Background: an optimization exercise with open tools, aiming at small area. Do not read the settings as production practice. Only simulation tests tie the RTL to the original design; equivalence was not proved. No activity file was given, so power comes from the tool's default toggle rates.

## flow/design.v (module list and top-level ports; edited modules follow where they fit)
// module blend_sum: 736 lines
// module ramFifo: 46 lines
// module helai_video_scale: 284 lines
// module scaler_top: 54 lines
module scaler_top (
	input  wire        clk             ,
	input  wire        rst             ,
	input  wire [23:0] i_vid_data      ,
	input  wire        i_vid_de        ,
	output wire        o_vid_fifo_read ,
	input  wire        i_vid_vs        ,
	output wire [23:0] o_vout_data     ,
	output wire        o_vout_de       ,
	output wire        o_vout_vs       ,
	input  wire        i_vout_read     ,
	input  wire [4:0]  i_src_image_x   ,
	input  wire [10:0] i_src_image_y   ,
	input  wire [10:0] i_des_image_x   ,
	input  wire [10:0] i_des_image_y   ,
	input  wire [21:0] i_scaler_x_ratio,
	input  wire [21:0] i_scaler_y_ratio,
	input  wire        i_scaler_type
);
  // ...
==> flow/run.sh <==
#!/bin/bash
# synth_recipe.tcl (not shown) runs the flow's synth.tcl, then flattens the netlist and writes it again
# the make line also repeats each setting of config.mk as NAME=value (left out here)
make -C /OpenROAD-flow-scripts/flow DESIGN_CONFIG=/design/flow/config.mk WORK_HOME=/design/flow/orfs CLKGATE_MAP_FILE= SYNTH_SCRIPT=/design/flow/synth_recipe.tcl finish
==> flow/config.mk <==
export PLATFORM = sky130hd
export DESIGN_NAME = scaler_top
export DESIGN_NICKNAME = scaler_top
export VERILOG_FILES = /design/flow/design.v
export SDC_FILE = /design/flow/constraint.sdc
export NUM_CORES = 4
export LEC_CHECK = 0
export CAP_MARGIN = 20
export CORE_MARGIN = 2
export CORE_UTILIZATION = 40
export SLEW_MARGIN = 20
==> flow/constraint.sdc <==
create_clock -name core_clock -period 10.0 [get_ports {clk}]
set_input_delay 2.0000 -clock core_clock [delete_from_list [all_inputs] [get_ports {clk}]]
set_output_delay 2.0000 -clock core_clock [all_outputs]
set_load 0.01 [all_outputs]
==> metrics.md, run 1 <==
| Metric | Value |
|---|---|
| Crit-path leading delay family | `adder cells` |
| Switching share of total power | `0.205` |
| Root Buffer Master | `clkbuf_16` |
| Post-route worst setup slack | `2.60 ns` |
| EDFF count, synth | `3,072` |
| P_comb | `0.000540 W` |
| Status | `timing/DRC/antenna clean` |
| Fillers | `~34,000` |
| Gr usage total | `0.208` |
| CP Class | `register to register` |
| Mapped Avg Cell Area | `between 15 and 20 sq um` |
| Warnings from Yosys | `4` |
| DIE WIDTH | `roughly 630 microns` |
| NumNets Final | `10,485` |
| Slew Viols, Final | `0` |
| Synth unique cells | `67` |
| Worst Hold End | `u_scale.xBlend2[5]` |
| P_seq | `0.0155 W` |
| Min cycle time layout | `~7.4 ns` |
| CTS sink cnt | `3,386` |
| Cell area after layout | `177,000 sq um` |
| Non-clock buffer count | `338` |
| Post-route ant nets | `0` |
| Clk power | `0.0126 W` |
| Seq Cell Count | `3,386` |
| P_leak | `59.4 nW` |
| Slew HR | `0.211` |
==> module ramFifo, before the edit <==
module ramFifo (
	input  wire        clk   ,
	input  wire        we    ,
	input  wire [1:0]  wline ,
	input  wire [4:0]  waddr ,
	input  wire [23:0] wdata ,
	input  wire [4:0]  raddr ,
	input  wire [1:0]  rline ,		 
	output reg  [23:0] readData00,	 
	output reg  [23:0] readData01,	 
	output reg  [23:0] readData10,	 
	output reg  [23:0] readData11	 
);
reg [3071:0] mem;
genvar l, b, k;
generate
	for (l = 0; l < 4; l = l + 1) begin : g_wl
		for (b = 0; b < 2; b = b + 1) begin : g_wb
			for (k = 0; k < 16; k = k + 1) begin : g_wk
				always @(posedge clk)
					if (we && wline == l && waddr == (2*k + b)) mem[(l*32 + b*16 + k)*24 +: 24] <= wdata;
			end
		end
	end
endgenerate
wire [3:0] eIdx = raddr[4:1] + raddr[0];
wire [3:0] oIdx = raddr[4:1];
reg [23:0] evenQ [0:3];
reg [23:0] oddQ  [0:3];
integer li;
always @(*) begin
	for (li = 0; li < 4; li = li + 1) begin
		evenQ[li] = mem[(li*32 + eIdx)*24 +: 24];
		oddQ[li]  = mem[(li*32 + 16 + oIdx)*24 +: 24];
	end
end
wire [1:0]  rline1 = rline + 2'd1;
wire [23:0] e0 = evenQ[rline],  o0 = oddQ[rline];
wire [23:0] e1 = evenQ[rline1], o1 = oddQ[rline1];
always @(posedge clk) begin
	readData00 <= raddr[0] ? o0 : e0;
	readData01 <= raddr[0] ? e0 : o0;
	readData10 <= raddr[0] ? o1 : e1;
	readData11 <= raddr[0] ? e1 : o1;
end
endmodule  
==> run 2, diff against run 1 <==
--- a/flow/design.v
+++ b/flow/design.v
@@ -761,13 +761,14 @@
 endgenerate
-wire [3:0] eIdx = raddr[4:1] + raddr[0];
-wire [3:0] oIdx = raddr[4:1];
-reg [23:0] evenQ [0:3];
-reg [23:0] oddQ  [0:3];
-integer li;
-always @(*) begin
-	for (li = 0; li < 4; li = li + 1) begin
-		evenQ[li] = mem[(li*32 + eIdx)*24 +: 24];
-		oddQ[li]  = mem[(li*32 + 16 + oIdx)*24 +: 24];
+wire [3:0]  eIdx = raddr[4:1] + raddr[0];
+wire [3:0]  oIdx = raddr[4:1];
+wire [15:0] eSel = 16'd1 << eIdx;
+wire [15:0] oSel = 16'd1 << oIdx;
+wire [23:0] evenQ [0:3];
+wire [23:0] oddQ  [0:3];
+generate
+	for (l = 0; l < 4; l = l + 1) begin : g_rd
+		sel16 u_even (.sel(eSel), .d(mem[l*768       +: 384]), .q(evenQ[l]));
+		sel16 u_odd  (.sel(oSel), .d(mem[l*768 + 384 +: 384]), .q(oddQ[l]));
 	end
-end
+endgenerate
 wire [1:0]  rline1 = rline + 2'd1;
@@ -782,2 +783,13 @@
 endmodule  
+module sel16 (
+	input  wire [15:0]  sel,
+	input  wire [383:0] d,
+	output reg  [23:0]  q
+);
+integer k;
+always @(*) begin
+	q = 24'd0;
+	for (k = 0; k < 16; k = k + 1) q = q | (d[k*24 +: 24] & {24{sel[k]}});
+end
+endmodule
 module helai_video_scale #(
--- a/flow/config.mk
+++ b/flow/config.mk
@@ -7,5 +7,9 @@
 export LEC_CHECK = 0
-export CAP_MARGIN = 20
+export CAP_MARGIN = 0
 export CORE_MARGIN = 2
-export CORE_UTILIZATION = 40
-export SLEW_MARGIN = 20
+export CORE_UTILIZATION = 60
+export CTS_BUF_LIST = sky130_fd_sc_hd__clkbuf_8
+export CTS_CLUSTER_SIZE = 30
+export GPL_TIMING_DRIVEN = 0
+export SLEW_MARGIN = 0
+export SYNTH_HIERARCHICAL = 1
==> metrics.md, run 2 <==
| Metric | Value |
|---|---|
| WHS | `0.325 ns` |
| CP arrival | `about 8.6 ns` |
| FF+latch area | `approximately 100,000 sq um` |
| Post-CTS setup buffers | `0` |
| Post-CTS Resized | `0` |
| Post-DP Area | `162,000 sq um` |
| Largest fanout on the critical path | `24` |
| Max cap viols | `2` |
| Final Setup Violations | `0` |
| Reg-to-reg endpoint | `u_scale.o_vout_data[23]` |
| Combinational power share | `0.022` |
| Warnings from Yosys | `9 (+5)` |
| Setup crit start kind | `register` |
| Root Buffer Master | `clkbuf_8` |
| Critical register-to-register path startpoint | `u_scale.coeff00[4]` |
| Critical path's slowest cell | `dfxtp_1` |
| Share of cells above drive strength 1 | `0.132` |
| Vias | `95,212` |
| Most used cell, CP | `fa_1` |
| Detailed Place HPWL | `319 mm` |
| Clk network pwr share | `0.403` |
| Gr usage total | `0.350 (+0.141)` |
| Wire per inst | `roughly 31 microns` |
| CTS clk-pin slew, worst paths | `0.06 ns` |
| First-pass GRT wire length | `652 mm` |
| Worst-skew pair later-pin latency | `1.19 ns` |
| Switching share of total power | `0.218 (+0.0135)` |
| Worst Hold End | `u_scale.xBlend2[4]` |
| Cells after synthesis | `9,953` |
| Worst-margin pin slew | `~1.5 ns` |
| Hold_buf cts | `0` |
| Final worst path period share | `0.762` |
| Buffers on Ports | `121` |
| Fmax | `131 MHz` |
| DIE WIDTH | `509 microns (-19%)` |
| Hold wc startpoint | `u_scale.xBlend[4]` |
| FP Rows | `185` |
| Post-route DRC | `0` |
| P_leak | `59.9 nW (+0.91%)` |
| Final Total Pwr | `0.0269 W` |
| Crit path from | `u_scale.coeff00[4]` |
| Largest net degree at the start of global routing | `109` |
| Slowest stage delay, CP | `1.32 ns` |
| Status | `failed layout checks` |
| Critical path buffers and inverters | `7` |
| Fillers | `17,511 (-48%)` |
| NumNets Final | `11,844 (+13%)` |
| Slew Viols, Final | `50 (+50)` |
| Vias per cell | `6.55` |
| I/O pins | `139` |
| WP data required | `approximately 11 ns` |
| Initial DRC count | `~11,000` |
| WHS Path Cells | `0` |
| Crit. End Element | `register` |
| H-Tree Depth | `6` |
| Post-route ant nets | `0 (unchanged)` |
| Slew HR | `-0.0110 (-0.222)` |
| Total global routing overflow | `0` |
| Clk_skew | `0.0776 ns` |
| Seq pwr share | `0.575` |
| Min cycle time layout | `7.62 ns (+0.219 ns)` |
| Maximum clock path buffer count | `4` |
| CTS tree | `built` |
| Die Height | `509 microns` |
| Area delta synth->final | `12.3%` |
| P per Cell Area | `156 nW/um^2` |
| Commonest non-fill, non-tap cell in the layout | `edfxtp_1` |
| Initial core utilization | `0.603` |
| CTS sink cnt | `3,386 (unchanged)` |
| Total Wirelength | `roughly 460 mm` |
| Crit-path leading delay family | `adder cells` |
| Most frequent cells in the layout | `3,072 x edfxtp_1, 1,036 x inv_1, 754 x a221oi_1` |
| CP Class | `register to register` |
| Initial antenna violation count | `36` |
| RePlAce Congestion | `between 0.9 and 1` |
| Drt first pass iters | `10` |
| R2R setup slack | `2.38 ns` |
| Cell area after layout | `172,000 sq um (-2.8%)` |
| Reg2reg path depth | `24` |
| Vias in the first global route | `94,515` |
| Reg with most FFs | `u_scale.ramRB.mem` |
| Largest register FFs | `3,072` |
| Num CTS Buffers | `547` |
| NetSw | `0.00587 W` |
| Failed Checks | `capacitance limit, slew limit` |
| Synth Net Count | `11,020` |
| Fin. Hold Viols | `0` |
| Die area | `260,000 sq um` |
| Synthesized area | `153,000 sq um` |
| Mapped Avg Cell Area | `15.4 sq um (-11%)` |
| Multi-input gate area | `50,100 sq um` |
| Crit-path cells | `nand2_1, fa_1, fa_1, inv_1, fa_1, inv_1, fa_1, inv_1, fa_1, inv_1, fa_1, inv_1, fa_1, inv_1, fa_1, inv_1, ha_1, a21oi_1, o211ai_1, a221o_1, a31oi_1, xnor2_1, a21oi_1, nand2_1` |
| RSZ-0062 raised after global routing | `false` |
| Core area | `254,000 sq um` |
| Int Pwr | `roughly 0.021 W` |
| VDD IR max | `0.000177 V` |
| Hold crit path type | `register to register` |
## run 2: cell count changes in the layout (fill, tap and decap cells not counted), moves of 199 or more
cell	previous run	this run
a221oi_1	2	754
a22o_1	0	737
clkbuf_8	5	566
inv_1	837	1036
mux4_2	960	0
clkbuf_16	363	0
## run 2: worst max-delay path by stage
| stage | endpoint | slack (ns) | cells after the start |
|---|---|---|---|
| 5_1_grt | u_scale.o_vout_data[23] | 2.02 | 24 |
| 2_1_floorplan | u_scale.coeff00[8] | 3.66 | 25 |
| 4_1_cts | u_scale.o_vout_data[23] | 2.24 | 24 |
| 6_report | u_scale.o_vout_data[23] | 2.38 | 24 |
| 3_3_place_gp | u_scale.ramRB.readData00[1] | -0.77 | 9 |
| 3_5_place_dp | u_scale.o_vout_data[23] | 2.27 | 24 |
## run 2: layout make-up
class                   count  share of cell area
clock inverters           367              0.0109
clock buffers             566              0.0452
plain buffers             392              0.0147
multi-input cells        5327               0.291
inverters                 848              0.0185
repair buffers            275              0.0229
flip-flops and latches   3386               0.572
well taps                3366              0.0245
diodes                     17            0.000247
## run 2: stage by stage
stage / TNS (ns) / utilization / instances / setup slack [ns]
after floorplan: 0 / - / 9953 / 3.66
after global placement: -9.45 / 0.624 / 13440 / -0.774
final: 0 / 0.678 / 14544 / 2.38
after CTS: 0 / 0.677 / 14526 / 2.24
after detailed placement: 0 / 0.639 / 13593 / 2.27
after global routing: 0 / 0.678 / 14540 / 2.02
## run 2: power groups by stage
stage          Combinational [W]  Sequential (W)  Clock (W)
2_1_floorplan           0.000197          0.0158          0
4_1_cts                 0.000575          0.0155     0.0110
5_1_grt                 0.000622          0.0155     0.0116
3_5_place_dp            0.000573          0.0158          0
3_3_place_gp            0.000518          0.0159          0
6_report                0.000580          0.0155     0.0108
## run 2: metal layers
layer	global-route usage	vias to the layer above	share of wire
li1	-	40139	-
met1	0.497	49172	0.40
met2	0.541	4929	0.46
met3	0.0716	942	0.098
met4	0.126	30	0.040
met5	0	-	0.00052
==> run 3, diff against run 2 <==
==> flow/flow/run.sh (new file) <==
#!/bin/bash
# Standard layout (the standard.sh: synthesis, floorplan, placement,
# routing) with one change at clock tree synthesis: clusters of up to 24
# flip-flops per clkbuf_16 leaf buffer and no dummy loads, instead of the
# default clusters of about 11 and balancing dummy loads. The make output
# goes to flow_make.log; each ORFS step keeps its own log under orfs/logs.
set -euo pipefail
cd "$(dirname "$0")/.."
B=sky130_fd_sc_hd__clkbuf_16
bash standard.sh \
  CTS_ARGS="-sink_clustering_enable -repair_clock_nets -dont_use_dummy_load -buf_list $B -sink_clustering_size 24 -sink_clustering_max_diameter 60 -sink_buffer_max_cap_derate 1.0" \
  finish > flow_make.log 2>&1
==> flow/standard.sh (new file) <==
#!/bin/bash
# synth_recipe.tcl (not shown) runs the flow's synth.tcl, then flattens the netlist and writes it again
# the make line also repeats each setting of config.mk as NAME=value (left out here)
make -C /OpenROAD-flow-scripts/flow DESIGN_CONFIG=/design/flow/config.mk WORK_HOME=/design/flow/orfs CLKGATE_MAP_FILE= SYNTH_SCRIPT=/design/flow/synth_recipe.tcl "${@:-finish}"
==> flow/config.mk (replaced) <==
export PLATFORM = sky130hd
export DESIGN_NAME = scaler_top
export DESIGN_NICKNAME = scaler_top
export VERILOG_FILES = /design/flow/design.v
export SDC_FILE = /design/flow/constraint.sdc
export NUM_CORES = 4
export LEC_CHECK = 0
export CAP_MARGIN = 20
export CORE_MARGIN = 2
export CORE_UTILIZATION = 60
export SLEW_MARGIN = 20
export SYNTH_HIERARCHICAL = 1
removed: flow/run.sh
==> metrics.md, run 3 <==
| Metric | Value |
|---|---|
| Worst-skew pair later-pin latency | `0.92 ns (-0.27 ns)` |
| Commonest non-fill, non-tap cell in the layout | `edfxtp_1` |
| Post-CTS Resized | `0 (unchanged)` |
| Critical path's slowest cell | `dfxtp_1` |
| Vias | `92,687 (-2.7%)` |
| Vias in the first global route | `91,790 (-2.9%)` |
| Detailed Place HPWL | `280 mm (-12%)` |
| Gr usage total | `0.355 (+0.00554)` |
| Warnings from Yosys | `9 (unchanged)` |
| Min cycle time layout | `7.46 ns (-0.164 ns)` |
| VDD IR max | `0.000180 V (+1.8%)` |
| Cells after synthesis | `9,953 (unchanged)` |
| Buffers on Ports | `122 (+0.83%)` |
| Post-CTS setup buffers | `0 (unchanged)` |
| CTS clk-pin slew, worst paths | `0.09 ns (+0.03 ns)` |
| Initial DRC count | `11,732 (+8.6%)` |
| Maximum clock path buffer count | `3 (-1)` |
| RePlAce Congestion | `0.924 (-4.4%)` |
| Clk_skew | `0.156 ns (+0.0785 ns)` |
| Root Buffer Master | `clkbuf_16` |
| Wire per inst | `34.2 microns (+9.2%)` |
| Slowest stage delay, CP | `0.63 ns (-0.69 ns)` |
| WP data required | `10.70 ns (-0.28 ns)` |
| NumNets Final | `11,216 (-5.3%)` |
| Synthesized area | `153,000 sq um (unchanged)` |
| Fin. Hold Viols | `0 (unchanged)` |
| Core area | `254,000 sq um (unchanged)` |
| Fmax | `134 MHz (+2.2%)` |
| Area delta synth->final | `7.14%` |
| Final setup TNS | `0 ns (unchanged)` |
| Post-DP Area | `159,000 sq um (-2.1%)` |
| Slew Viols, Final | `0 (-100%)` |
| P_leak | `55.5 nW (-7.3%)` |
| Die area | `260,000 sq um (unchanged)` |
| CP Class | `register to register` |
| Slew HR | `0.201 (+0.212)` |
| DIE WIDTH | `509 microns (unchanged)` |
| H-Tree Depth | `4 (-2)` |
| P per Cell Area | `145 nW/um^2 (-7.4%)` |
| WHS | `0.328 ns (+0.00369 ns)` |
| Post-route ant nets | `0 (unchanged)` |
| Most frequent cells in the layout | `3,072 x edfxtp_1, 846 x inv_1, 754 x a221oi_1` |
| Hold crit path type | `register to register` |
| Cell area after layout | `164,000 sq um (-4.6%)` |
| Status | `timing/DRC/antenna clean` |
| Num CTS Buffers | `199 (-64%)` |
| Worst-margin pin slew | `1.20 ns (-0.318 ns)` |
| CTS sink cnt | `3,386 (unchanged)` |
| FF+latch area | `98,500 sq um (about the same)` |
| FP Rows | `185 (unchanged)` |
| Final worst path period share | `0.746 (-0.0164)` |
| Largest register FFs | `3,072 (unchanged)` |
| Reg with most FFs | `u_scale.ramRB.mem` |
| Hold_buf cts | `0 (unchanged)` |
| Vias per cell | `6.85 (+4.7%)` |
| CTS tree | `built` |
| Largest net degree at the start of global routing | `100 (-8.3%)` |
| Setup crit start kind | `register` |
| RSZ-0062 raised after global routing | `false` |
| Multi-input gate area | `49,900 sq um (-0.32%)` |
| Synth Net Count | `11,020 (unchanged)` |
| Initial core utilization | `0.603 (unchanged)` |
| Largest fanout on the critical path | `8 (-67%)` |
| Post-route DRC | `0 (unchanged)` |
| First-pass GRT wire length | `654 mm (+0.24%)` |
| I/O pins | `139 (unchanged)` |
| CP arrival | `8.16 ns (-0.45 ns)` |
| Crit. End Element | `register` |
| Final Total Pwr | `0.0237 W (-12%)` |
| Die Height | `509 microns (unchanged)` |
| Final Setup Violations | `0 (unchanged)` |
| Total global routing overflow | `0 (unchanged)` |
| Share of cells above drive strength 1 | `0.0905 (-0.0413)` |
| Total Wirelength | `462 mm (+1.5%)` |
| Mapped Avg Cell Area | `15.4 sq um (unchanged)` |
| Initial antenna violation count | `16 (-56%)` |
| Fillers | `18,271 (+4.3%)` |
| Drt first pass iters | `7 (-3)` |
| Max cap viols | `0 (-2)` |
## run 3: changes by cell type in the layout (fill, tap and decap cells not counted), moves of 69 or more
cell / change
buf_2: -69
buf_4: +232
buf_6: -142
buf_8: -69
clkbuf_1: -183
clkbuf_16: +199
clkbuf_8: -566
clkinv_1: -85
inv_1: -190
## run 3: worst paths after layout
path | startpoint | end | depth (start not counted) | slack (ns)
worst max-delay path | u_scale.yBlend1[7] | u_scale.coeff00[8] | 25 | 2.54
worst min-delay path | u_scale.xBlend[6] | u_scale.xBlend2[6] | 0 | 0.33
worst max register to register | u_scale.yBlend1[7] | u_scale.coeff00[8] | 25 | 2.54
worst min register to register | u_scale.xBlend[6] | u_scale.xBlend2[6] | 0 | 0.33
## run 3: layer usage
metal | up-vias | global-route usage | wire [microns]
met5 | - | 0 | 71
met4 | 10 | 0.122 | 18200
met3 | 750 | 0.0751 | 48400
met2 | 4891 | 0.547 | 210000
met1 | 48607 | 0.509 | 185000
li1 | 38429 | - | -
## run 3: worst max-delay path, delay by kind of cell, from the launching register on
kind | cells | cell delay [ns]
AO/OA/AOI/OAI | 7 | 1.25
XOR/XNOR | 2 | 0.73
adder cells (fa/ha/maj) | 8 | 3.59
buffers and inverters | 5 | 0.59
flip-flops | 1 | 0.63
multiplexers | 1 | 0.26
AND/OR/NAND/NOR | 2 | 0.26
## run 3: stage by stage
| step | cells | setup WS [ns] | utilization |
|---|---|---|---|
| 4_1_cts | 13505 | 2.47 | 0.645 |
| 6_report | 13529 | 2.54 | 0.646 |
| 3_3_place_gp | 13306 | 2.73 | 0.626 |
| 3_5_place_dp | 13306 | 2.54 | 0.626 |
| 2_1_floorplan | 9953 | 3.66 | - |
| 5_1_grt | 13515 | 2.11 | 0.646 |
## run 3: power breakdown
group	internal [W]	total (W)	switching [W]
sequential	0.0154	0.0155	0.0000329
combinational	0.000142	0.000532	0.000390
clock	0.00350	0.00776	0.00426
total	0.0191	0.0237	0.00468
## run 3: cell type report
cell class | instances | share of cell area
Sequential cell | 3386 | 0.600
Multi-Input combinational cell | 5327 | 0.304
Tap cell | 3366 | 0.0256
Antenna cell | 16 | 0.000244
Inverter | 848 | 0.0194
Clock buffer | 199 | 0.0303
Timing Repair Buffer | 387 | 0.0204

afterwards: timing with drivers on the ports:
The flow's constraints put no driver on any port. The routed layouts listed below were extracted and timed again, unchanged, in two steps. Step 1 (the two cells are an assumption about what drives the block):
set clk [get_ports {clk}]
set_driving_cell -lib_cell sky130_fd_sc_hd__clkbuf_16 $clk
set_driving_cell -lib_cell sky130_fd_sc_hd__buf_2 [delete_from_list [all_inputs] $clk]
Step 2 also shifts input and output timing later by t, the mid clock arrival at the registers, as if the neighbouring blocks saw the same clock. Slacks: no drivers / after step 1 / after step 2; pairs: no drivers / after step 1.
run	t (ns)	setup slack, ns	hold slack, ns	slew at the worst register clock pin (ns)
run 1	1.063	2.597 / 2.597 / 2.597	0.326 / 0.326 / 0.326	0.07 / 0.07
run 2	1.243	2.378 / 2.378 / 2.378	0.325 / 0.325 / 0.325	0.07 / 0.07
run 3	0.938	2.542 / 2.542 / 2.542	0.328 / 0.328 / 0.328	0.10 / 0.10
